Background: an optimization exercise with open tools, aiming at small area, a short achievable clock period and few clock cycles per item. Do not read the settings as production practice. At most, simulation tests tie the RTL to the original design; equivalence was not proved. The RTL of run 1 was laid out without a check of its function.

==> flow/design.v (outline; a module is shown in full before it is edited, if it fits) <==
// module CNN: 5282 lines
module CNN(
    input                       clk,
    input                       rst_n,
    input                       in_valid,
    input      signed [15:0]    in_data,
    input                       opt,
    output reg                  out_valid,
    output reg signed [15:0]    out_data
);
  // ...
==> flow/run.sh <==
#!/bin/bash
# synth_recipe.tcl (not shown) runs the flow's synth.tcl, then flattens the netlist and writes it again
# the make line also repeats each setting of config.mk as NAME=value (left out here)
make -C /OpenROAD-flow-scripts/flow DESIGN_CONFIG=/design/flow/config.mk WORK_HOME=/design/flow/orfs CLKGATE_MAP_FILE= SYNTH_SCRIPT=/design/flow/synth_recipe.tcl finish
==> flow/config.mk <==
export PLATFORM = sky130hd
export DESIGN_NAME = CNN
export DESIGN_NICKNAME = CNN
export VERILOG_FILES = /design/flow/design.v
export SDC_FILE = /design/flow/constraint.sdc
export NUM_CORES = 4
export LEC_CHECK = 0
export ABC_CLOCK_PERIOD_IN_PS = 4500
export CAP_MARGIN = 20
export CORE_MARGIN = 2
export CORE_UTILIZATION = 40
export SLEW_MARGIN = 20
==> flow/constraint.sdc <==
create_clock -name core_clock -period 18.0 [get_ports {clk}]
set_input_delay 3.6000 -clock core_clock [delete_from_list [all_inputs] [get_ports {clk}]]
set_output_delay 3.6000 -clock core_clock [all_outputs]
set_load 0.01 [all_outputs]
==> results.yml, run 1 <==
timing:
  fmax_ghz: 0.184
  period_share_pct: 30.1
  finalHoldViolCount: 0
  worst_pin_slew_ns: 1.24
synthesis:
  yosys_most_used_dff: "dfxtp_1"
  yosys.area_share.simple_pct: 4.36
  synth.avg_cell_area_um2: 11.4
  yosysWarnings: 5
  syn_nets: 5445
  synth_xor_area_share_pct: 9.03
global_route:
  busiest_layer: "met2"
setup_path:
  startpoint: "cnt[2]"
  cp_num_cells: 17
  path_delay_family: "compound AO/OA/AOI/OAI gates"
  required_ns: 18.46
  critPathMaxStageDelay_ns: 0.79
floorplanning:
  ios: 37
  core_area_mm2: 0.135
placed_design:
  dp_hpwl_mm: 119
  gp_congestion: 0.926
  io_buffers: 36
finish:
  fin_util_pct: 43.9
route:
  first_iter_violations: 4225
  wl_mm: 157
run_status:
  status: "timing/DRC/antenna clean"
cts:
  cts_made_buffers: 96
==> run 2, diff against run 1 <==
--- a/flow/design.v
+++ b/flow/design.v
@@ -5237,46 +5237,53 @@
     cs0_x <= {r0_c292, r0_c322};
     cs1_0 <= {r1_x850, r1_c801, r1_c799, r1_c797, r1_c795, r1_c793, r1_c791, r1_c789, r1_c787, r1_c785, r1_c783, r1_c781, r1_c779, r1_c777, r1_c775, r1_s774};
     cs1_1 <= {r1_c803, r1_s802, r1_s800, r1_s798, r1_s796, r1_s794, r1_s792, r1_s790, r1_s788, r1_s786, r1_s784, r1_s782, r1_s780, r1_s778, r1_s776, r1_s686};
     cs1_x <= {r1_c743, r1_c773};
     cs2_0 <= {r2_x1307, r2_c1258, r2_c1256, r2_c1254, r2_c1252, r2_c1250, r2_c1248, r2_c1246, r2_c1244, r2_c1242, r2_c1240, r2_c1238, r2_c1236, r2_c1234, r2_c1232, r2_s1231};
     cs2_1 <= {r2_c1260, r2_s1259, r2_s1257, r2_s1255, r2_s1253, r2_s1251, r2_s1249, r2_s1247, r2_s1245, r2_s1243, r2_s1241, r2_s1239, r2_s1237, r2_s1235, r2_s1233, r2_s1143};
     cs2_x <= {r2_c1200, r2_c1230};
 end
-wire signed [15:0] conv = cs2_0 + cs2_1 + {^cs2_x, 15'd0};
+wire        px = ^cs2_x;
+wire [17:0] t1 = {2'b0, cs2_0} + {2'b0, cs2_1} + (px ? 18'h10000 : 18'h08000);
+wire signed [15:0] conv = t1[15:0] ^ 16'h8000;
 reg  [1:0] blk;
-reg        upd, first, last;
-always @(*) begin
-    blk = 2'd0; upd = 1'b0;
-    case (cnt)
-        7'd46, 7'd47, 7'd52, 7'd53: begin blk = 2'd0; upd = 1'b1; end
-        7'd48, 7'd49, 7'd54, 7'd55: begin blk = 2'd1; upd = 1'b1; end
-        7'd58, 7'd59, 7'd64, 7'd65: begin blk = 2'd2; upd = 1'b1; end
-        7'd60, 7'd61, 7'd66, 7'd67: begin blk = 2'd3; upd = 1'b1; end
+reg        upd, first, last, ld1, ld2;
+always @(posedge clk) begin
+    blk <= 2'd0; upd <= 1'b0;
+    case (cnt + 7'd1)
+        7'd46, 7'd47, 7'd52, 7'd53: begin blk <= 2'd0; upd <= 1'b1; end
+        7'd48, 7'd49, 7'd54, 7'd55: begin blk <= 2'd1; upd <= 1'b1; end
+        7'd58, 7'd59, 7'd64, 7'd65: begin blk <= 2'd2; upd <= 1'b1; end
+        7'd60, 7'd61, 7'd66, 7'd67: begin blk <= 2'd3; upd <= 1'b1; end
         default: ;
     endcase
-    first = (cnt == 7'd46) || (cnt == 7'd48) || (cnt == 7'd58) || (cnt == 7'd60);
-    last  = (cnt == 7'd67);
+    first <= (cnt == 7'd45) || (cnt == 7'd47) || (cnt == 7'd57) || (cnt == 7'd59);
+    last  <= (cnt == 7'd66);
+    ld1   <= (cnt == 7'd64);
+    ld2   <= (cnt == 7'd65);
 end
 reg signed [15:0] mb;
 always @(*) begin
     case (blk)
         2'd0: mb = out_data;
         2'd1: mb = m1;
         2'd2: mb = m2;
         default: mb = m3;
     endcase
 end
 wire signed [15:0] acur = first ? {opt_r, 15'd0} : mb;
-wire signed [15:0] mx   = (conv > acur) ? conv : acur;
+wire [17:0] t2 = {2'b0, cs2_0} + {2'b0, cs2_1} + (px ? 18'h10000 : 18'h08000)
+               + {2'b0, ~(acur ^ 16'h8000)};
+wire               gt   = t1[16] ^ t2[16];
+wire signed [15:0] mx   = gt ? conv : acur;
 always @(posedge clk) begin
     if (upd && blk == 2'd1) m1 <= mx;
     if (upd && blk == 2'd2) m2 <= mx;
     if (upd && blk == 2'd3) m3 <= mx;
     if ((upd && blk == 2'd0) || last)
         out_data <= mx;
-    else if (cnt == 7'd65)
+    else if (ld1)
         out_data <= m1;
-    else if (cnt == 7'd66)
+    else if (ld2)
         out_data <= m2;
 end
 endmodule
==> flow/config.mk (replaced) <==
export PLATFORM = sky130hd
export DESIGN_NAME = CNN
export DESIGN_NICKNAME = CNN
export VERILOG_FILES = /design/flow/design.v
export SDC_FILE = /design/flow/constraint.sdc
export NUM_CORES = 4
export LEC_CHECK = 0
export ABC_CLOCK_PERIOD_IN_PS = 4500
export CAP_MARGIN = 20
export CORE_MARGIN = 2
export CORE_UTILIZATION = 60
export PLACE_DENSITY = 0.7
export SLEW_MARGIN = 20
==> run 2 against run 1 <==
Flip-flop and latch count is 7 higher. First-iteration DRC count is 1.1% lower. Global-route usage is 11 points higher. Cell count down 13%. Register-to-register slack better by 0.16 ns. Wire length decreased by 3.8%. Critical endpoint is now cs2_1[13].
==> results.yml, run 2 <==
run_status:
  status: "timing/DRC/antenna clean"
floorplanning:
  core_area_mm2: 0.0885
  die_height_um: 303
  die_w_um: 303
  die_area_mm2: 0.0919
  rows: 109
  ios: 37
  start_util_pct: 60.7
cts:
  clock_sinks: 974
  cts-root-buf: "clkbuf_16"
  clk_latency_ns: 0.71
  cts_tree: "done"
  cts_resized: 0
  ctsHtreeMaxLevel: 3
  clk_pin_slew_ns: 0.06
  cts_setup_buffers: 0
  clk_path_buf_depth: 3
  cts_made_buffers: 93
  postCtsHoldBufs: 0
synthesis:
  yosys-top-cells-count: "dfxtp_1 (685), inv_1 (615), fa_1 (544)"
  synth_edf_count: 281
  syn_nets: 5211
  yosys_register_bits: 974
  yosys.cell_types.count: 63
  synthArstFlopShare_pct: 0.821
  synth.avg_cell_area_um2: 11.8
  ys_seq_area_share_pct: 41.6
  yosysWarnings: 5
  yosysMostFrequentCell: "dfxtp_1"
  synth_area_mm2: 0.0537
  netlist_instances: 4545
  synth_top_area_share_pct: 25.5
  synth_top_area_cell: "dfxtp_1"
  yosys_most_used_dff: "dfxtp_1"
  ys_top_cells_by_area: "dfxtp_1 (26%), fa_1 (20%), edfxtp_1 (16%)"
placed_design:
  dp_cells: 5452
  io_buffers: 36
  gp_congestion: 0.997
  place_area_mm2: 0.0546
  dp_hpwl_mm: 114
  dp_slack_ns: 12.32
timing:
  fmax_ghz: 0.190
  fin_crit_ns: 5.26
  worst_pin_slew_ns: 1.12
  setup_slack_ns: 12.74
  setup_viol: 0
  rsz0062_at_grt: "false"
  finalHoldViolCount: 0
  fin_tns_setup_ns: 0
  period_share_pct: 29.2
  report.final.slew_viol_count: 0
  finalClockSkew_ns: 0.0787
  slew-limit-headroom_pct: 24.5
finish:
  fin_nets: 5049
  instances_no_fill: 5625
  stdcell_area_mm2: 0.0578
  drive_gt1_share_pct: 7.24
  layout_commonest_cell: "dfxtp_1"
  largest_register_ffs: 576
  layout_common_cells: "dfxtp_1 (684), inv_1 (615), fa_1 (544)"
  syn2layout_area_growth_pct: 7.66
  top_register: "ring"
setup_path:
  startpoint: "k_one[7][0]"
  cp-start-kind: "flop"
  cp.arrival_ns: 5.78
  worstSetupEndpoint: "cs2_1[13]"
  required_ns: 18.52
  r2r_slack_ns: 12.74
  r2r-start: "k_one[7][0]"
  crit_path_max_fanout: 18
  r2r_end: "cs2_1[13]"
  ff2ff_path_depth: 12
  end_kind: "flop"
  critPathKind: "reg -> reg"
route:
  vias: 34600
  wl_mm: 151
  drt-pass1-iter-count: 6
  wl_per_cell_um: 26.8
  drcViolationCount: 0
  vias_per_cell: 6.14
  first_iter_violations: 4178
  ant_nets: 0
global_route:
  grt_pass1_wl_mm: 220
  grt_usage_pct: 33.2
  grt_pass1_vias: 33600
  antenna_found_initial: 6
  grt_max_degree: 34
  grt.overflow.total: 0
job:
  cap_violations: 0
min_path:
  hold_class: "reg -> reg"
[run 2: layout make-up]
cell class              count  area [um2]
diodes                      1        2.50
clock buffers             124        2680
clock inverters            47         518
fillers                  6705       30700
inverters                 625        2350
multi-input cells        2607       27800
flip-flops and latches    974       22400
well taps                1165        1460
repair buffers             82         706
[run 2: metal layers]
metal	vias up	track usage, %	part of all wire, %
met2	1805	50.2	45
met4	8	12.3	4.2
met3	292	7.10	10
li1	15000	-	-
met5	-	0	0.030
met1	17400	47.2	41
[run 2: cell families (layout without fill, tap and decap cells)]
logic type	Yosys count	after routing	synth area share (%)
multiplexers	56	56	1.53
AND/OR/NAND/NOR	369	369	3.15
adder cells (fa/ha/maj)	646	646	22.6
XOR/XNOR	620	620	10.4
buffers and inverters	964	878	6.82
other	0	1	0
flip-flops	974	974	41.6
AO/OA/AOI/OAI	916	916	13.9
[run 2: worst max-delay path: stages (launching register included)]
cell and delay, ns:
edfxtp_1 0.86, inv_1 0.49, o221a_2 0.41, nor2_1 0.16, ha_1 0.29, fa_1 0.52
fa_1 0.52, inv_1 0.06, fa_1 0.49, fa_1 0.39, fa_1 0.49, inv_1 0.05
fa_1 0.42
[run 2: worst min path at each step]
stage,startpoint,endpoint,slack (ns),cells after the start
after floorplan,ring[9][0],ring[10][0],0.31,0
after global routing,ring[29][12],ring[30][12],0.30,0
after detailed placement,ring[13][3],ring[14][3],0.31,0
final,ring[29][12],ring[30][12],0.31,0
after global placement,ring[17][2],ring[18][2],0.31,0
after CTS,ring[29][12],ring[30][12],0.30,0
[run 2: metrics by stage]
stage,hold WS (ns),util [%]
finish,0.308,65.3
global route,0.299,65.3
CTS,0.303,65.3
detailed placement,0.312,61.7
global placement,0.309,61.7
floorplan,0.310,-
Testbench counts of run 2, summed over its fixed seeds: cycles 66,240, items 960.
==> run 3, diff against run 2 <==
==> flow/flow/run.sh (new file) <==
#!/bin/bash
set -euo pipefail
export SETUP_SLACK_MARGIN=13.5
bash standard.sh > standard.log 2>&1
==> flow/standard.sh (new file) <==
#!/bin/bash
# synth_recipe.tcl (not shown) runs the flow's synth.tcl, then flattens the netlist and writes it again
# the make line also repeats each setting of config.mk as NAME=value (left out here)
make -C /OpenROAD-flow-scripts/flow DESIGN_CONFIG=/design/flow/config.mk WORK_HOME=/design/flow/orfs CLKGATE_MAP_FILE= SYNTH_SCRIPT=/design/flow/synth_recipe.tcl "${@:-finish}"
--- a/flow/config.mk
+++ b/flow/config.mk
@@ -8,6 +8,5 @@
 export ABC_CLOCK_PERIOD_IN_PS = 4500
 export CAP_MARGIN = 20
 export CORE_MARGIN = 2
-export CORE_UTILIZATION = 60
-export PLACE_DENSITY = 0.7
+export CORE_UTILIZATION = 40
 export SLEW_MARGIN = 20
removed: flow/run.sh
==> run 3 against run 2 <==
Still clean on timing, DRC and antenna. Maximum frequency increased by 7.5%. Core utilization decreased by 19 points. Critical path depth is 11 lower. Count of clock-buffer cells in the layout is 6 higher. First-iteration DRC count is 5.0% lower. Flip-flop and latch count did not move. Wire length is 4.1% higher. Register-to-register slack improved by 0.69 ns. Critical endpoint is now out_data[15]. Largest cell class unchanged.
==> results.yml, run 3 <==
timing:
  setup_viol: 0
  worst_pin_slew_ns: 1.08
  fin_tns_setup_ns: 0
  report.final.slew_viol_count: 0
  fin_crit_ns: 4.89
  fin_hold_ws_ns: 0.318
  finalClockSkew_ns: 0.0854
  fmax_ghz: 0.204
  slew-limit-headroom_pct: 28.2
  rsz0062_at_grt: "true"
  finalHoldViolCount: 0
  period_share_pct: 27.2
synthesis:
  yosysMostFrequentCell: "dfxtp_1"
  synthArstFlopShare_pct: 0.821
  synth_area_mm2: 0.0537
  ys_seq_area_share_pct: 41.6
  yosys-top-cells-count: "dfxtp_1 (685), inv_1 (615), fa_1 (544)"
  synth_top_area_cell: "dfxtp_1"
  syn_nets: 5211
  synth.avg_cell_area_um2: 11.8
  synth_edf_count: 281
  yosysWarnings: 5
  netlist_instances: 4545
  synth_top_area_share_pct: 25.5
  yosys_register_bits: 974
  yosys_most_used_dff: "dfxtp_1"
  ys_top_cells_by_area: "dfxtp_1 (26%), fa_1 (20%), edfxtp_1 (16%)"
  yosys.cell_types.count: 63
setup_path:
  path_delay_family: "flip-flops"
  critPathMaxStageDelay_ns: 0.43
  cp_slowest_cell: "edfxtp_1"
  cp.arrival_ns: 1.29
  cp-start-kind: "flop"
  crit_chain: "buf_2"
  r2r_end: "cs1_1[13]"
  worstSetupEndpoint: "out_data[15]"
  required_ns: 14.40
  ff2ff_path_depth: 14
  crit_path_max_fanout: 2
  cp_num_buf_inv: 1
  r2r_slack_ns: 13.43
  critPathKind: "reg -> out"
  startpoint: "out_data[15]"
  r2r-start: "k_neg[3][1]"
  cp_num_cells: 1
  end_kind: "primary output"
finish:
  largest_register_ffs: 576
  layout_commonest_cell: "dfxtp_1"
  fin_nets: 5302
  layout_common_cells: "dfxtp_1 (627), inv_1 (573), fa_1 (494)"
  drive_gt1_share_pct: 17.5
  n_fill_cell: 12100
  syn2layout_area_growth_pct: 14.9
  top_register: "ring"
cts:
  clk_pin_slew_ns: 0.06
  cts_tree: "done"
  clock_sinks: 974
  cts-root-buf: "clkbuf_16"
  clk_path_buf_depth: 3
  cts_made_buffers: 98
  clk_latency_ns: 0.74
  ctsHtreeMaxLevel: 3
route:
  ant_nets: 0
  drt-pass1-iter-count: 6
  vias_per_cell: 5.44
  wl_per_cell_um: 24.2
  wl_mm: 157
  first_iter_violations: 3968
  vias: 35300
  drcViolationCount: 0
floorplanning:
  core_area_mm2: 0.133
  rows: 134
  start_util_pct: 40.3
  die_w_um: 370
  ios: 37
  die_height_um: 370
  die_area_mm2: 0.137
global_route:
  grt_pass1_vias: 34800
  antenna_found_initial: 10
  grt_max_degree: 34
  grt_usage_pct: 22.8
  grt_pass1_wl_mm: 230
  grt.overflow.total: 0
min_path:
  hold_class: "reg -> reg"
  holdPathStages: 0
placed_design:
  gp_congestion: 0.991
  dp_hpwl_mm: 114
  io_buffers: 36
run_status:
  status: "timing/DRC/antenna clean"
job:
  cap_violations: 0
[run 3: changes by cell type in the layout (fill, tap and decap cells not counted), moves of 20 or more]
cell | previous run | this run
fa_1 | 544 | 494
fa_2 | 0 | 50
inv_1 | 615 | 573
dfxtp_2 | 1 | 46
inv_2 | 1 | 31
buf_6 | 0 | 23
dfxtp_1 | 684 | 627
xor2_2 | 0 | 22
buf_12 | 0 | 20
xor2_1 | 496 | 471
buf_4 | 46 | 246
[run 3: through the flow]
step	setup WS [ns]	instances	cell area [um2]	utilization [%]
6_report	13.11	6486	61700	46.3
3_5_place_dp	12.39	6057	55400	41.5
4_1_cts	13.04	6400	60400	45.3
3_3_place_gp	12.37	6057	55400	41.5
2_1_floorplan	13.46	4545	53900	-
5_1_grt	13.05	6483	61700	46.3
[run 3: cells by family after synthesis]
logic type	share of synthesized area, %
DFF	41.6
xor gates and xnor gates	10.4
AOI/OAI and AO/OA	13.9
adders and majority gates	22.6
buffers and inverters	6.82
and+or+nand+nor	3.15
muxes	1.53
[run 3: worst min-delay path by stage]
stage	endpoint	startpoint	slack (ns)
final	ring[18][10]	ring[17][10]	0.32
after global routing	ring[13][15]	ring[12][15]	0.32
after CTS	ring[19][4]	ring[18][4]	0.32
after detailed placement	ring[11][2]	ring[10][2]	0.31
after global placement	ring[21][8]	ring[20][8]	0.31
after floorplan	ring[10][0]	ring[9][0]	0.31
[run 3: per-layer routing]
| layer | part of all wire (%) | track usage (%) | up-vias | wire length [um] |
|---|---|---|---|---|
| met4 | 4.6 | 9.17 | 10 | 7230 |
| met5 | 0.039 | 0 | - | 61 |
| met1 | 42 | 31.6 | 17700 | 65600 |
| li1 | - | - | 15500 | - |
| met3 | 8.8 | 4.14 | 336 | 13800 |
| met2 | 45 | 35.2 | 1708 | 70200 |
[run 3: timing repair]
| action | 4_1_cts | 5_1_grt |
|---|---|---|
| setup endpoints to repair | 256 | 123 |
| gates cloned | 2 | 0 |
| hold buffers | 0 | 0 |
| buffers inserted | 163 | 82 |
| pin swaps | 44 | 114 |
| gates resized for setup | 202 | 170 |
[run 3: cell type report]
| cell class | instances | area (um2) | share of cell area [%] |
|---|---|---|---|
| inverter | 625 | 2410 | 3.90 |
| sequential | 974 | 22500 | 36.4 |
| antenna | 4 | 10.0 | 0.0162 |
| timing repair buffer | 328 | 2830 | 4.58 |
| multi-input combinational | 2609 | 28500 | 46.1 |
| tap | 1768 | 2210 | 3.58 |
| clock inverter | 48 | 621 | 1.01 |
| clock buffer | 130 | 2720 | 4.40 |
==> run 4, diff against run 3 <==
==> flow/flow/run.sh (replaced) <==
#!/bin/bash
set -euo pipefail
export SYNTH_ARGS=-noabc
export SETUP_SLACK_MARGIN=13.5
bash standard.sh > standard.log 2>&1
==> run 4 against run 3 <==
Synthesized cell count down 17%. Area after synthesis down 5.4%. Via count down 15%. Maximum frequency up 0.26%. Die area down 5.3%. Count of clock-buffer cells in the layout up 6. Critical path depth unchanged. Setup slack better by 0.013 ns. Clock skew up 0.013 ns.
==> results.yml, run 4 <==
setup_path:
  cp-start-kind: "flop"
  crit_path_max_fanout: 2
  crit_chain: "buf_2"
  critPathKind: "reg -> out"
  cp_num_buf_inv: 1
  path_delay_family: "flip-flops"
  critPathMaxStageDelay_ns: 0.43
  end_kind: "primary output"
  cp.arrival_ns: 1.28
  cp_slowest_cell: "edfxtp_1"
  required_ns: 14.40
timing:
  fin_crit_ns: 4.88
  setup_viol: 0
  period_share_pct: 27.1
  fin_hold_ws_ns: 0.298
  finalClockSkew_ns: 0.0982
  finalHoldViolCount: 0
  fmax_ghz: 0.205
  fin_tns_setup_ns: 0
  worst_pin_slew_ns: 1.01
  slew-limit-headroom_pct: 32.3
  report.final.slew_viol_count: 0
  rsz0062_at_grt: "true"
  setup_slack_ns: 13.12
floorplanning:
  ios: 37
  start_util_pct: 40.4
  die_height_um: 360
  rows: 130
  die_w_um: 360
  die_area_mm2: 0.130
  core_area_mm2: 0.126
route:
  drt-pass1-iter-count: 7
  vias_per_cell: 5.50
  wl_per_cell_um: 26.2
  wl_mm: 144
  ant_nets: 0
  vias: 30200
  drcViolationCount: 0
  first_iter_violations: 2697
synthesis:
  synth-compound-area-share_pct: 12.8
  ys_seq_area_share_pct: 44.0
  yosysMostFrequentCell: "dfxtp_1"
  synth_top_area_cell: "dfxtp_1"
  syn_nets: 4438
  ys_top_cells_by_area: "dfxtp_1 (27%), fa_1 (21%), edfxtp_1 (17%)"
  yosys_register_bits: 974
  synth_area_mm2: 0.0508
  netlist_instances: 3768
  yosys.cell_types.count: 58
  synth_xor_area_share_pct: 13.3
  synth_fa_ha_area_share_pct: 24.0
  synth_top_family_by_area: "adder cells"
  synthArstFlopShare_pct: 0.821
  yosys-top-cells-count: "dfxtp_1 (685), xor2_1 (634), a22o_1 (547)"
  synth_edf_count: 281
  synth_top_area_share_pct: 27.0
  yosys.area_share.simple_pct: 2.08
  synthMuxAreaShare_pct: 1.28
  synth.avg_cell_area_um2: 13.5
  yosysWarnings: 5
  yosys_most_used_dff: "dfxtp_1"
min_path:
  hold_class: "reg -> reg"
finish:
  drive_gt1_share_pct: 12.0
  layout_common_cells: "dfxtp_1 (655), xor2_1 (633), a22o_1 (547)"
  top_register: "ring"
  instances_no_fill: 5493
  n_fill_cell: 11300
  stdcell_area_mm2: 0.0571
  layout_commonest_cell: "dfxtp_1"
  largest_register_ffs: 576
  fin_nets: 4424
  syn2layout_area_growth_pct: 12.2
global_route:
  grt_usage_pct: 22.1
  grt_pass1_wl_mm: 210
  grt_max_degree: 33
  grt.overflow.total: 0
  antenna_found_initial: 7
  grt_pass1_vias: 30700
cts:
  clk_latency_ns: 0.75
  cts_made_buffers: 98
  postCtsHoldBufs: 0
  clk_path_buf_depth: 3
  clk_pin_slew_ns: 0.06
  ctsHtreeMaxLevel: 3
  clock_sinks: 974
  cts-root-buf: "clkbuf_16"
  cts_tree: "done"
placed_design:
  place_area_mm2: 0.0524
  gp_congestion: 0.948
  io_buffers: 36
  dp_cells: 5189
  dp_hpwl_mm: 112
  dp_slack_ns: 12.67
run_status:
  status: "timing/DRC/antenna clean"
job:
  cap_violations: 0
[run 4: cell count changes in the layout (fill, tap and decap cells not counted), moves of 48 or more]
cell,previous run,this run
xor2_1,471,633
inv_1,573,31
nand2_1,140,40
o221ai_1,62,1
nor2_1,90,41
a221oi_1,65,17
buf_4,246,126
a221o_1,63,0
a22o_1,223,547
a22oi_1,249,66
o221a_2,52,0
[run 4: worst paths after layout]
kind / from / endpoint / slack [ns] / cells past startpoint
worst min register to register: ring[2][7] / ring[3][7] / 0.30 / 0
min in group asynchronous: rst_n / cnt[0] / 3.15 / 1
worst max register to register: k_neg[4][1] / cs1_1[12] / 13.54 / 9
max in group asynchronous: rst_n / cnt[2] / 14.55 / 1
worst max-delay path: out_data[0] / out_data[0] / 13.12 / 1
worst min-delay path: ring[2][7] / ring[3][7] / 0.30 / 0
[run 4: through the flow]
| step | utilization (%) |
|---|---|
| floorplan | - |
| global placement | 41.6 |
| detailed placement | 41.6 |
| CTS | 44.7 |
| global route | 45.3 |
| finish | 45.3 |
[run 4: logic make-up (layout without fill, tap and decap cells)]
| family | count (synthesis) | after routing |
|---|---|---|
| flops | 974 | 974 |
| mux | 56 | 56 |
| simple gates | 202 | 202 |
| xor+xnor | 766 | 766 |
| buf+inv | 333 | 403 |
| other cells | 0 | 5 |
| compound gates | 787 | 787 |
| fa+ha+maj | 650 | 650 |
[run 4: per-layer routing]
| metal | global-route usage [%] | up-vias | wire length (um) |
|---|---|---|---|
| met3 | 3.40 | 276 | 9400 |
| met4 | 8.61 | 4 | 5950 |
| met1 | 28.8 | 15500 | 59000 |
| met5 | 0 | - | 23 |
| li1 | - | 13200 | - |
| met2 | 37.1 | 1214 | 69700 |
[run 4: cell type report]
class	instances	area, um2	share of cell area (%)
Multi-Input combinational cell	2461	27400	48.0
Sequential cell	974	22400	39.2
Clock buffer	136	2820	4.94
Tap cell	1650	2060	3.62
Timing Repair Buffer	188	1690	2.97
Clock inverter	48	587	1.03
Inverter	31	116	0.204
Antenna cell	5	12.5	0.0219
[run 4: repair_timing]
action / in CTS / in global routing
resized for setup: 96 / 63
endpoints found under the setup margin: 114 / 96
cloned: 0 / 2
buffers inserted: 59 / 54
pin swaps: 10 / 18
==> run 5, diff against run 4 <==
==> flow/run.sh (new file) <==
#!/bin/bash
# synth_recipe.tcl (not shown) runs the flow's synth.tcl, then flattens the netlist and writes it again
# the make line also repeats each setting of config.mk as NAME=value (left out here)
make -C /OpenROAD-flow-scripts/flow DESIGN_CONFIG=/design/flow/config.mk WORK_HOME=/design/flow/orfs CLKGATE_MAP_FILE= SYNTH_SCRIPT=/design/flow/synth_recipe.tcl finish
--- a/flow/config.mk
+++ b/flow/config.mk
@@ -9,4 +9,6 @@
 export CAP_MARGIN = 20
 export CORE_MARGIN = 2
 export CORE_UTILIZATION = 40
+export CTS_CLUSTER_DIAMETER = 150
+export CTS_CLUSTER_SIZE = 20
 export SLEW_MARGIN = 20
removed: flow/flow/run.sh
removed: flow/standard.sh
==> run 5 against run 4 <==
Clock skew down 0.042 ns. Critical path depth did not move. Largest cell class unchanged. Still clean. Critical endpoint is now out_data[15]. Synthesized cell count is 21% higher. Design area hardly changed.
==> results.yml, run 5 <==
setup_path:
  cp_slowest_cell: "clkdlybuf4s50_1"
  ff2ff_path_depth: 13
  cp.arrival_ns: 1.62
  crit_path_max_fanout: 2
  cp-start-kind: "flop"
  critPathKind: "reg -> out"
  r2r_slack_ns: 12.84
  crit_chain: "clkdlybuf4s50_1"
  cp_num_buf_inv: 1
  path_delay_family: "buffers and inverters"
  end_kind: "primary output"
  r2r_end: "cs1_1[14]"
  critPathMaxStageDelay_ns: 0.56
  required_ns: 14.40
  r2r-start: "k_neg[3][1]"
timing:
  fin_crit_ns: 5.22
  period_share_pct: 29.0
  rsz0062_at_grt: "false"
  finalClockSkew_ns: 0.0562
  fin_hold_ws_ns: 0.307
  fmax_ghz: 0.191
  finalHoldViolCount: 0
  fin_tns_setup_ns: 0
  setup_viol: 0
  report.final.slew_viol_count: 0
  setup_slack_ns: 12.78
  worst_pin_slew_ns: 1.11
  slew-limit-headroom_pct: 25.5
min_path:
  hold_class: "reg -> reg"
  whs_endpoint: "ring[20][15]"
  holdPathStages: 0
  hp-start: "ring[19][15]"
route:
  wl_met1_mm: 66.8
  wl_met2_mm: 69.2
  drcViolationCount: 0
  met3RoutedLength_mm: 12.5
  ant_nets: 0
  first_iter_violations: 3686
  top_layer: "met5"
  vias: 33900
  drt-pass1-iter-count: 6
  vias_per_cell: 5.50
  wl_per_cell_um: 25.0
  wl_mm: 154
global_route:
  grt_pass1_wl_mm: 224
  antenna_found_initial: 9
  grt_max_degree: 34
  grt.overflow.total: 0
  grt_pass1_vias: 33000
  grt_usage_pct: 22.3
finish:
  drive_gt1_share_pct: 5.32
  fin_nets: 5016
  top_register: "ring"
  n_fill_cell: 12600
  layout_common_cells: "dfxtp_1 (685), inv_1 (615), fa_1 (544)"
  stdcell_area_mm2: 0.0570
  syn2layout_area_growth_pct: 6.14
  layout_commonest_cell: "dfxtp_1"
  regArea_mm2: 0.0224
  multiInputGateArea_mm2: 0.0278
  largest_register_ffs: 576
cts:
  cts_tree: "done"
  postCtsHoldBufs: 0
  clk_path_buf_depth: 3
  ctsHtreeMaxLevel: 2
  clock_sinks: 974
  cts_setup_buffers: 0
  cts-root-buf: "clkbuf_16"
  clk_pin_slew_ns: 0.09
  cts_resized: 0
  clk_latency_ns: 0.70
  cts_made_buffers: 54
synthesis:
  yosysMostFrequentCell: "dfxtp_1"
  synth_edf_count: 281
  synth_top_area_share_pct: 25.5
  yosys.cell_types.count: 63
  yosysWarnings: 5
  ys_seq_area_share_pct: 41.6
  synth.avg_cell_area_um2: 11.8
  ys_top_cells_by_area: "dfxtp_1 (26%), fa_1 (20%), edfxtp_1 (16%)"
  yosys_most_used_dff: "dfxtp_1"
  synth_top_area_cell: "dfxtp_1"
  yosys_register_bits: 974
  netlist_instances: 4545
  yosys-top-cells-count: "dfxtp_1 (685), inv_1 (615), fa_1 (544)"
  synth_area_mm2: 0.0537
  syn_nets: 5211
  synthArstFlopShare_pct: 0.821
placed_design:
  place_area_mm2: 0.0554
  gp_congestion: 0.947
  io_buffers: 36
  dp_slack_ns: 12.30
  dp_hpwl_mm: 118
floorplanning:
  die_area_mm2: 0.137
  ios: 37
  rows: 134
  core_area_mm2: 0.133
  die_w_um: 370
  die_height_um: 370
  start_util_pct: 40.3
job:
  cap_violations: 0
run_status:
  status: "timing/DRC/antenna clean"
run 5: cell count changes after synthesis, sizes merged, moves of 59 or more:
cell,previous run,this run
a22o,547,223
a221o,0,63
inv,31,616
nand2,40,140
a22oi,66,256
o221ai,2,62
xor2,634,496
nor2,42,101
run 5: logic make-up (layout without fill, tap and decap cells):
kind of cell | after synthesis | after routing | share of synthesized area [%]
AND/OR/NAND/NOR | 369 | 369 | 3.15
multiplexers | 56 | 56 | 1.53
AO/OA/AOI/OAI | 916 | 916 | 13.9
buffers and inverters | 964 | 797 | 6.82
XOR/XNOR | 620 | 620 | 10.4
other | 0 | 5 | 0
adder cells (fa/ha/maj) | 646 | 646 | 22.6
flip-flops | 974 | 974 | 41.6
run 5: per-stage QoR:
step / utilization, % / instances
4_1_cts: 42.7 / 6145
5_1_grt: 42.7 / 6146
2_1_floorplan: - / 4545
6_report: 42.7 / 6151
3_5_place_dp: 41.5 / 6061
3_3_place_gp: 41.5 / 6060
run 5: metal layers:
metal	GRT usage [%]	vias to the layer above
met3	3.62	231
met2	34.9	1542
li1	-	14900
met1	31.8	17200
met5	0	-
met4	6.98	12
run 5: worst max path at each step:
stage | end | cells after the start | startpoint
2_1_floorplan | cs1_1[14] | 15 | k_neg[3][1]
3_5_place_dp | k_two[6][3] | 3 | in_data[5]
3_3_place_gp | k_two[6][3] | 3 | in_data[5]
4_1_cts | out_data[15] | 1 | out_data[15]
5_1_grt | cs1_1[14] | 13 | k_neg[3][1]
6_report | out_data[15] | 1 | out_data[15]
run 5: final cells by class:
class,count,share of cell area [%]
sequential,974,39.2
antenna,5,0.0219
clock buffer,79,2.53
tap,1768,3.88
clock inverter,5,0.176
multi-input combinational,2607,48.7
timing repair buffer,88,1.35
inverter,625,4.11
run 5: worst register-to-register path, delay by kind of cell, from the launching register on:
family                   cells  cell delay [ns]
AO/OA/AOI/OAI                1             0.30
buffers and inverters        4             0.28
XOR/XNOR                     1             0.19
flip-flops                   1             0.98
adder cells (fa/ha/maj)      7             3.37
==> run 6, diff against run 5 <==
--- a/flow/config.mk
+++ b/flow/config.mk
@@ -9,6 +9,6 @@
 export CAP_MARGIN = 20
 export CORE_MARGIN = 2
 export CORE_UTILIZATION = 40
-export CTS_CLUSTER_DIAMETER = 150
-export CTS_CLUSTER_SIZE = 20
+export CTS_CLUSTER_DIAMETER = 120
+export CTS_CLUSTER_SIZE = 24
 export SLEW_MARGIN = 20
==> run 6 against run 5 <==
Core utilization about the same. Largest cell class unchanged. Non-clock buffer count unchanged. Register-to-register slack worse by 0.03 ns. Area after synthesis unchanged. Flip-flop and latch count unchanged. Maximum frequency down 0.73%. Synthesized cell count unchanged.
==> results.yml, run 6 <==
placed_design:
  dp_hpwl_mm: 118
  gp_congestion: 0.947
  dp_slack_ns: 12.30
  io_buffers: 36
setup_path:
  critPathMaxStageDelay_ns: 0.56
  ff2ff_path_depth: 13
  r2r_end: "cs1_1[14]"
  cp_num_cells: 1
  cp_slowest_cell: "clkdlybuf4s50_1"
  r2r_slack_ns: 12.81
  end_kind: "primary output"
  worstSetupEndpoint: "out_data[15]"
  r2r-start: "k_neg[3][1]"
  cp.arrival_ns: 1.66
  cp_num_buf_inv: 1
  startpoint: "out_data[15]"
  required_ns: 14.40
  cp-start-kind: "flop"
  crit_chain: "clkdlybuf4s50_1"
  path_delay_family: "buffers and inverters"
  critPathKind: "reg -> out"
  crit_path_max_fanout: 2
finish:
  syn2layout_area_growth_pct: 6.14
  layout_commonest_cell: "dfxtp_1"
  fin_nets: 5011
  n_fill_cell: 12600
  drive_gt1_share_pct: 5.42
  top_register: "ring"
  layout_common_cells: "dfxtp_1 (685), inv_1 (616), fa_1 (544)"
  largest_register_ffs: 576
cts:
  clock_sinks: 974
  ctsHtreeMaxLevel: 2
  clk_pin_slew_ns: 0.10
  cts_made_buffers: 49
  cts_resized: 0
  clk_latency_ns: 0.71
  cts_setup_buffers: 0
  postCtsHoldBufs: 0
  cts-root-buf: "clkbuf_16"
  clk_path_buf_depth: 3
  cts_tree: "done"
timing:
  setup_slack_ns: 12.74
  rsz0062_at_grt: "false"
  setup_viol: 0
  slew-limit-headroom_pct: 22.9
  finalClockSkew_ns: 0.0578
  fin_crit_ns: 5.26
  period_share_pct: 29.2
  worst_pin_slew_ns: 1.15
  report.final.slew_viol_count: 0
  fin_tns_setup_ns: 0
  finalHoldViolCount: 0
  fmax_ghz: 0.190
  fin_hold_ws_ns: 0.289
synthesis:
  synth_edf_count: 281
  netlist_instances: 4545
  yosys-top-cells-count: "dfxtp_1 (685), inv_1 (615), fa_1 (544)"
  yosys_register_bits: 974
  synthArstFlopShare_pct: 0.821
  synth_top_area_cell: "dfxtp_1"
  yosys.cell_types.count: 63
  ys_seq_area_share_pct: 41.6
  synth_area_mm2: 0.0537
  yosysMostFrequentCell: "dfxtp_1"
  syn_nets: 5211
  synth.avg_cell_area_um2: 11.8
  yosysWarnings: 5
  ys_top_cells_by_area: "dfxtp_1 (26%), fa_1 (20%), edfxtp_1 (16%)"
  yosys_most_used_dff: "dfxtp_1"
  synth_top_area_share_pct: 25.5
global_route:
  grt.overflow.total: 0
  grt_pass1_wl_mm: 224
  grt_pass1_vias: 33000
  grt_max_degree: 34
  antenna_found_initial: 7
  grt_usage_pct: 22.3
route:
  wl_mm: 154
  drcViolationCount: 0
  vias: 33900
  ant_nets: 0
  wl_per_cell_um: 25.0
  drt-pass1-iter-count: 7
  first_iter_violations: 3788
  vias_per_cell: 5.51
floorplanning:
  start_util_pct: 40.3
  ios: 37
  rows: 134
  core_area_mm2: 0.133
  die_height_um: 370
  die_area_mm2: 0.137
  die_w_um: 370
run_status:
  status: "timing/DRC/antenna clean"
job:
  cap_violations: 0
min_path:
  hold_class: "reg -> reg"
-- run 6: worst min-delay path by stage --
| stage | endpoint | cells past startpoint | start | slack [ns] |
|---|---|---|---|---|
| after floorplan | ring[10][0] | 0 | ring[9][0] | 0.31 |
| after global placement | ring[26][9] | 0 | ring[25][9] | 0.31 |
| after detailed placement | ring[11][10] | 0 | ring[10][10] | 0.31 |
| after CTS | ring[20][11] | 0 | ring[19][11] | 0.30 |
| after global routing | ring[20][15] | 0 | ring[19][15] | 0.31 |
| final | ring[20][11] | 0 | ring[19][11] | 0.29 |
-- run 6: routing by layer --
layer | up-vias | GRT usage, % | wire, um
met4 | 10 | 6.07 | 4530
li1 | 14900 | - | -
met2 | 1501 | 35.1 | 69400
met3 | 208 | 3.71 | 12600
met5 | - | 0 | 64
met1 | 17300 | 31.9 | 67000
-- run 6: kinds of logic after synthesis --
kind of cell | synth area share, %
flops | 41.6
buf+inv | 6.82
compound gates | 13.9
fa+ha+maj | 22.6
xor+xnor | 10.4
simple gates | 3.15
mux | 1.53
-- run 6: metrics by stage --
stage                     std cells  util, %  cell area, um2
after floorplan                4545        -           53700
after global placement         6060     41.5           55400
after detailed placement       6061     41.5           55400
after CTS                      6141     42.7           57000
after global routing           6142     42.7           57000
final                          6148     42.7           57000
-- run 6: cell type report --
type | count | area, um2 | share of cell area (%)
clock inverter | 14 | 234 | 0.410
inverter | 625 | 2350 | 4.11
tap | 1768 | 2210 | 3.88
clock buffer | 66 | 1310 | 2.30
antenna | 6 | 15.0 | 0.0263
timing repair buffer | 88 | 771 | 1.35
sequential | 974 | 22400 | 39.2
multi-input combinational | 2607 | 27800 | 48.7
==> run 7, diff against run 6 <==
--- a/flow/config.mk
+++ b/flow/config.mk
@@ -9,6 +9,4 @@
 export CAP_MARGIN = 20
 export CORE_MARGIN = 2
 export CORE_UTILIZATION = 40
-export CTS_CLUSTER_DIAMETER = 120
-export CTS_CLUSTER_SIZE = 24
 export SLEW_MARGIN = 20
==> run 7 against run 6 <==
Non-clock buffer count stayed put. Via count is 0.91% higher. Flip-flop and latch count stayed put. Register-to-register slack hardly changed. Wire length is 1.1% higher. Still clean. Sequential share of layout area is 1.3 points lower. Worst hold slack worse by 0.014 ns. Highest routed layer unchanged. Cell count is 1.6% higher. Critical path type unchanged.
==> results.yml, run 7 <==
timing:
  fmax_ghz: 0.189
  fin_tns_setup_ns: 0
  slew-limit-headroom_pct: 25.9
  finalClockSkew_ns: 0.0883
  setup_viol: 0
  period_share_pct: 29.4
  setup_slack_ns: 12.71
  rsz0062_at_grt: "false"
  fin_crit_ns: 5.29
  report.final.slew_viol_count: 0
  worst_pin_slew_ns: 1.10
  finalHoldViolCount: 0
synthesis:
  synth_area_mm2: 0.0537
  synthMuxAreaShare_pct: 1.53
  yosysMostFrequentCell: "dfxtp_1"
  yosysWarnings: 5
  synthArstFlopShare_pct: 0.821
  yosys.cell_types.count: 63
  ys_top_cells_by_area: "dfxtp_1 (26%), fa_1 (20%), edfxtp_1 (16%)"
  yosys.area_share.simple_pct: 3.15
  synth_top_family_by_area: "adder cells"
  synth_top_area_cell: "dfxtp_1"
  synth.avg_cell_area_um2: 11.8
  synth_fa_ha_area_share_pct: 22.6
  yosys_most_used_dff: "dfxtp_1"
  netlist_instances: 4545
  yosys_register_bits: 974
  synth_top_area_share_pct: 25.5
  synth_xor_area_share_pct: 10.4
  yosys-top-cells-count: "dfxtp_1 (685), inv_1 (615), fa_1 (544)"
  synth-compound-area-share_pct: 13.9
  syn_nets: 5211
  synth_edf_count: 281
  ys_seq_area_share_pct: 41.6
route:
  wl_met2_mm: 70.1
  vias: 34200
  vias_per_cell: 5.47
  first_iter_violations: 3541
  drcViolationCount: 0
  wl_mm: 155
  wl_per_cell_um: 24.9
  wl_met1_mm: 67.2
  drt-pass1-iter-count: 6
  met3RoutedLength_mm: 12.6
  ant_nets: 0
  top_layer: "met5"
finish:
  layout_commonest_cell: "dfxtp_1"
  syn2layout_area_growth_pct: 9.77
  fin_nets: 5061
  top_register: "ring"
  largest_register_ffs: 576
  drive_gt1_share_pct: 7.59
  layout_common_cells: "dfxtp_1 (685), inv_1 (615), fa_1 (544)"
floorplanning:
  rows: 134
  core_area_mm2: 0.133
  die_height_um: 370
  ios: 37
  die_area_mm2: 0.137
  start_util_pct: 40.3
  die_w_um: 370
setup_path:
  end_kind: "primary output"
  cp_slowest_cell: "clkdlybuf4s50_1"
  crit_path_max_fanout: 2
  path_delay_family: "buffers and inverters"
  crit_chain: "clkdlybuf4s50_1"
  critPathKind: "reg -> out"
  cp-start-kind: "flop"
  cp.arrival_ns: 1.69
  critPathMaxStageDelay_ns: 0.56
  cp_num_buf_inv: 1
  required_ns: 14.40
cts:
  cts_tree: "done"
  clk_latency_ns: 0.74
  clk_path_buf_depth: 3
  cts-root-buf: "clkbuf_16"
  cts_made_buffers: 99
  ctsHtreeMaxLevel: 3
  clock_sinks: 974
  postCtsHoldBufs: 0
  clk_pin_slew_ns: 0.07
  cts_setup_buffers: 0
  cts_resized: 0
placed_design:
  io_buffers: 36
  dp_slack_ns: 12.30
  gp_congestion: 0.947
  dp_hpwl_mm: 118
global_route:
  antenna_found_initial: 7
  grt_pass1_wl_mm: 227
  grt.overflow.total: 0
  grt_usage_pct: 22.6
  grt_pass1_vias: 33500
  grt_max_degree: 34
run_status:
  status: "timing/DRC/antenna clean"
min_path:
  hold_class: "reg -> reg"
job:
  cap_violations: 0
run 7: changes by cell type in the layout (fill, tap and decap cells not counted), moves of 4 or more:
cell,change
clkinv_2,+9
bufinv_16,+8
inv_6,+11
clkinvlp_4,+7
clkinv_4,+4
clkbuf_8,+14
diode_2,-4
clkbuf_16,+50
run 7: cell families after synthesis:
family                   count (synthesis)
AO/OA/AOI/OAI                          916
XOR/XNOR                               620
adder cells (fa/ha/maj)                646
buffers and inverters                  964
flip-flops                             974
multiplexers                            56
AND/OR/NAND/NOR                        369
run 7: area by class of cell:
type,count,area [um2]
Antenna cell,2,5.00
Clock buffer,131,2760
Clock inverter,54,748
Fill cell,12400,74500
Inverter,625,2350
Multi-Input combinational cell,2607,27800
Sequential cell,974,22400
Tap cell,1768,2210
Timing Repair Buffer,88,771
run 7: stage by stage:
step                      utilization [%]  hold slack (ns)  cells  area [um2]
after floorplan                         -            0.310   4545       53700
after global placement               41.5            0.310   6060       55400
after detailed placement             41.5            0.312   6061       55400
after CTS                            44.2            0.282   6246       59000
after global routing                 44.2            0.292   6247       59000
final                                44.2            0.275   6249       59000
run 7: path summary, 6_finish.rpt:
check / from / to / slack [ns] / depth (start not counted)
min: ring[3][2] / ring[4][2] / 0.28 / 0
max reg2reg: k_neg[3][1] / cs1_1[14] / 12.81 / 13
max: out_data[15] / out_data[15] / 12.71 / 1
max in group asynchronous: rst_n / cnt[6] / 14.55 / 1
min in group asynchronous: rst_n / cnt[4] / 3.19 / 1
min reg2reg: ring[3][2] / ring[4][2] / 0.28 / 0
run 7: metal layers:
layer | global-route usage [%] | vias up
li1 | - | 15100
met1 | 31.9 | 17400
met2 | 35.2 | 1508
met3 | 4.18 | 254
met4 | 7.31 | 10
met5 | 0 | -
==> run 8, diff against run 7 <==
==> flow/flow/run.sh (new file) <==
#!/bin/bash
# The standard layout (standard.sh) with one change to synthesis: Yosys's
# synth runs with -noabc, so the generic ABC pass before full-adder
# extraction does not restructure the hand-written carry-save trees (the
# registers and all other passes are unchanged).  make's output is in
# standard.log; each tool's own log is under orfs/logs.
set -euo pipefail
export SYNTH_ARGS=-noabc
bash standard.sh > standard.log 2>&1
==> flow/standard.sh (new file) <==
#!/bin/bash
# synth_recipe.tcl (not shown) runs the flow's synth.tcl, then flattens the netlist and writes it again
# the make line also repeats each setting of config.mk as NAME=value (left out here)
make -C /OpenROAD-flow-scripts/flow DESIGN_CONFIG=/design/flow/config.mk WORK_HOME=/design/flow/orfs CLKGATE_MAP_FILE= SYNTH_SCRIPT=/design/flow/synth_recipe.tcl "${@:-finish}"
removed: flow/run.sh
==> run 8 against run 7 <==
Via count is 13% lower. Synthesized cell count is 17% lower. Flip-flop and latch count stayed put. Core utilization is 0.17 points higher. Cell count is 14% lower. Worst hold slack better by 0.043 ns. Die area is 5.3% lower. Critical path depth stayed put. Highest routed layer unchanged.
==> results.yml, run 8 <==
route:
  vias: 29700
  vias_per_cell: 5.53
  wl_mm: 143
  drt-pass1-iter-count: 5
  drcViolationCount: 0
  wl_per_cell_um: 26.6
  ant_nets: 0
  first_iter_violations: 3237
setup_path:
  required_ns: 14.40
  cp_slowest_cell: "clkdlybuf4s50_1"
  crit_path_max_fanout: 2
  cp.arrival_ns: 1.65
  cp-start-kind: "flop"
  path_delay_family: "buffers and inverters"
  critPathKind: "reg -> out"
  cp_num_buf_inv: 1
  crit_chain: "clkdlybuf4s50_1"
  end_kind: "primary output"
  critPathMaxStageDelay_ns: 0.58
global_route:
  grt.overflow.total: 0
  grt_usage_pct: 22.1
  antenna_found_initial: 5
  grt_pass1_wl_mm: 209
  grt_max_degree: 33
  grt_pass1_vias: 30200
finish:
  layout_commonest_cell: "dfxtp_1"
  layout_common_cells: "dfxtp_1 (685), xor2_1 (634), a22o_1 (547)"
  largest_register_ffs: 576
  n_fill_cell: 11400
  fin_nets: 4314
  syn2layout_area_growth_pct: 9.86
  top_register: "ring"
  drive_gt1_share_pct: 7.16
synthesis:
  ys_seq_area_share_pct: 44.0
  synth.avg_cell_area_um2: 13.5
  synth_area_mm2: 0.0508
  synthArstFlopShare_pct: 0.821
  yosys_most_used_dff: "dfxtp_1"
  synth_top_area_cell: "dfxtp_1"
  ys_top_cells_by_area: "dfxtp_1 (27%), fa_1 (21%), edfxtp_1 (17%)"
  synth_edf_count: 281
  netlist_instances: 3768
  yosys-top-cells-count: "dfxtp_1 (685), xor2_1 (634), a22o_1 (547)"
  yosysMostFrequentCell: "dfxtp_1"
  synth_top_area_share_pct: 27.0
  yosys_register_bits: 974
  yosys.cell_types.count: 58
  yosysWarnings: 5
  syn_nets: 4438
cts:
  ctsHtreeMaxLevel: 3
  clk_path_buf_depth: 3
  clock_sinks: 974
  cts_setup_buffers: 0
  clk_pin_slew_ns: 0.06
  clk_latency_ns: 0.74
  cts-root-buf: "clkbuf_16"
  cts_tree: "done"
  cts_resized: 0
  postCtsHoldBufs: 0
  cts_made_buffers: 99
floorplanning:
  start_util_pct: 40.4
  die_area_mm2: 0.130
  ios: 37
  rows: 130
  core_area_mm2: 0.126
  die_height_um: 360
  die_w_um: 360
timing:
  fin_tns_setup_ns: 0
  worst_pin_slew_ns: 1.17
  report.final.slew_viol_count: 0
  rsz0062_at_grt: "false"
  fin_crit_ns: 5.25
  fin_hold_ws_ns: 0.318
  period_share_pct: 29.1
  finalHoldViolCount: 0
  finalClockSkew_ns: 0.0883
  fmax_ghz: 0.191
  slew-limit-headroom_pct: 22.1
  setup_viol: 0
min_path:
  hold_class: "reg -> reg"
run_status:
  status: "timing/DRC/antenna clean"
job:
  cap_violations: 0
placed_design:
  io_buffers: 36
  dp_hpwl_mm: 112
  gp_congestion: 0.914
## run 8: cell types whose count changed in the layout (fill, tap and decap cells not counted), moves of 54 or more
cell and delta:
a22o_1 +324, nor2_1 -54, a22oi_1 -190, o221ai_1 -61
xor2_1 +138, inv_1 -584, a221oi_1 -56, nand2_1 -100
a221o_1 -63
## run 8: cell families after synthesis
kind of cell             Yosys count  share of synthesized area (%)
AND/OR/NAND/NOR                  202                           2.08
flip-flops                       974                           44.0
buffers and inverters            333                           2.55
adder cells (fa/ha/maj)          650                           24.0
XOR/XNOR                         766                           13.3
AO/OA/AOI/OAI                    787                           12.8
multiplexers                      56                           1.28
## run 8: per-layer routing
metal	part of all wire, %	GRT usage [%]
met5	0.018	0
met4	3.8	7.70
met3	6.6	3.75
met2	48	37.0
met1	42	28.9
## run 8: stage by stage
step / util, % / cells / area, um2 / setup WS [ns]
after detailed placement: 41.6 / 5193 / 52400 / 12.44
final: 44.4 / 5380 / 55800 / 12.75
after CTS: 44.4 / 5378 / 55800 / 12.68
after global placement: 41.6 / 5193 / 52400 / 12.49
after floorplan: - / 3768 / 50800 / 13.37
after global routing: 44.4 / 5379 / 55800 / 12.65
## run 8: final timing paths
kind | from | end | slack, ns | cells after the start
worst max-delay path | out_data[13] | out_data[13] | 12.75 | 1
worst min-delay path | ring[12][8] | ring[13][8] | 0.32 | 0
worst max register to register | cs2_0[1] | out_data[8] | 12.96 | 16
worst min register to register | ring[12][8] | ring[13][8] | 0.32 | 0
max in group asynchronous | rst_n | cnt[3] | 14.55 | 1
min in group asynchronous | rst_n | cnt[0] | 3.17 | 1
## run 8: area by class of cell
class	count	area, um2	area share (%)
diodes	2	5.00	0.00896
clock buffers	130	2730	4.88
clock inverters	55	714	1.28
inverters	31	116	0.208
multi-input cells	2461	27200	48.7
flip-flops and latches	974	22400	40.0
well taps	1650	2060	3.70
repair buffers	77	668	1.20

[static timing again, ports no longer ideal]
How much do the figures lean on ideal ports? The routed layouts below were timed once more, with nothing changed but the port constraints.
Step 1: set_driving_cell puts a clkbuf_16 on clk and a buf_2 on each other input, an assumption about the parent block.
Step 2 adds t to the input delays and takes it off the output delays; t is the mean of the earliest and latest rising clock arrival at the registers after step 1. Input paths then give back, and output paths get back, about the clock's delay inside the block.
Slacks: ideal / step 1 / step 2; pairs: ideal / step 1.
run | t, ns | slack for setup (ns) | worst setup path after step 2 | slew at the worst register clock pin (ns) | cell pins on the clock port's net
run 1 | 0.761 | 12.579 / 12.578 / 12.239 | input to register | 0.07 / 0.07 | 1
run 2 | 0.740 | 12.738 / 12.738 / 12.325 | input to register | 0.08 / 0.08 | 1
run 3 | 0.775 | 13.105 / 13.026 / 12.666 | input to register | 0.08 / 0.08 | 1
run 4 | 0.777 | 13.118 / 13.040 / 12.787 | input to register | 0.07 / 0.07 | 1
run 5 | 0.750 | 12.776 / 12.701 / 12.273 | input to register | 0.10 / 0.10 | 1
run 6 | 0.762 | 12.737 / 12.658 / 12.244 | input to register | 0.11 / 0.11 | 1
run 7 | 0.781 | 12.712 / 12.629 / 12.280 | input to register | 0.07 / 0.07 | 1
run 8 | 0.765 | 12.755 / 12.679 / 12.426 | input to register | 0.07 / 0.07 | 1
After both steps every run listed still meets setup and hold. For run 5, which loses most, drivers alone change the setup slack by -0.075 ns; drivers and shift together by -0.503 ns.
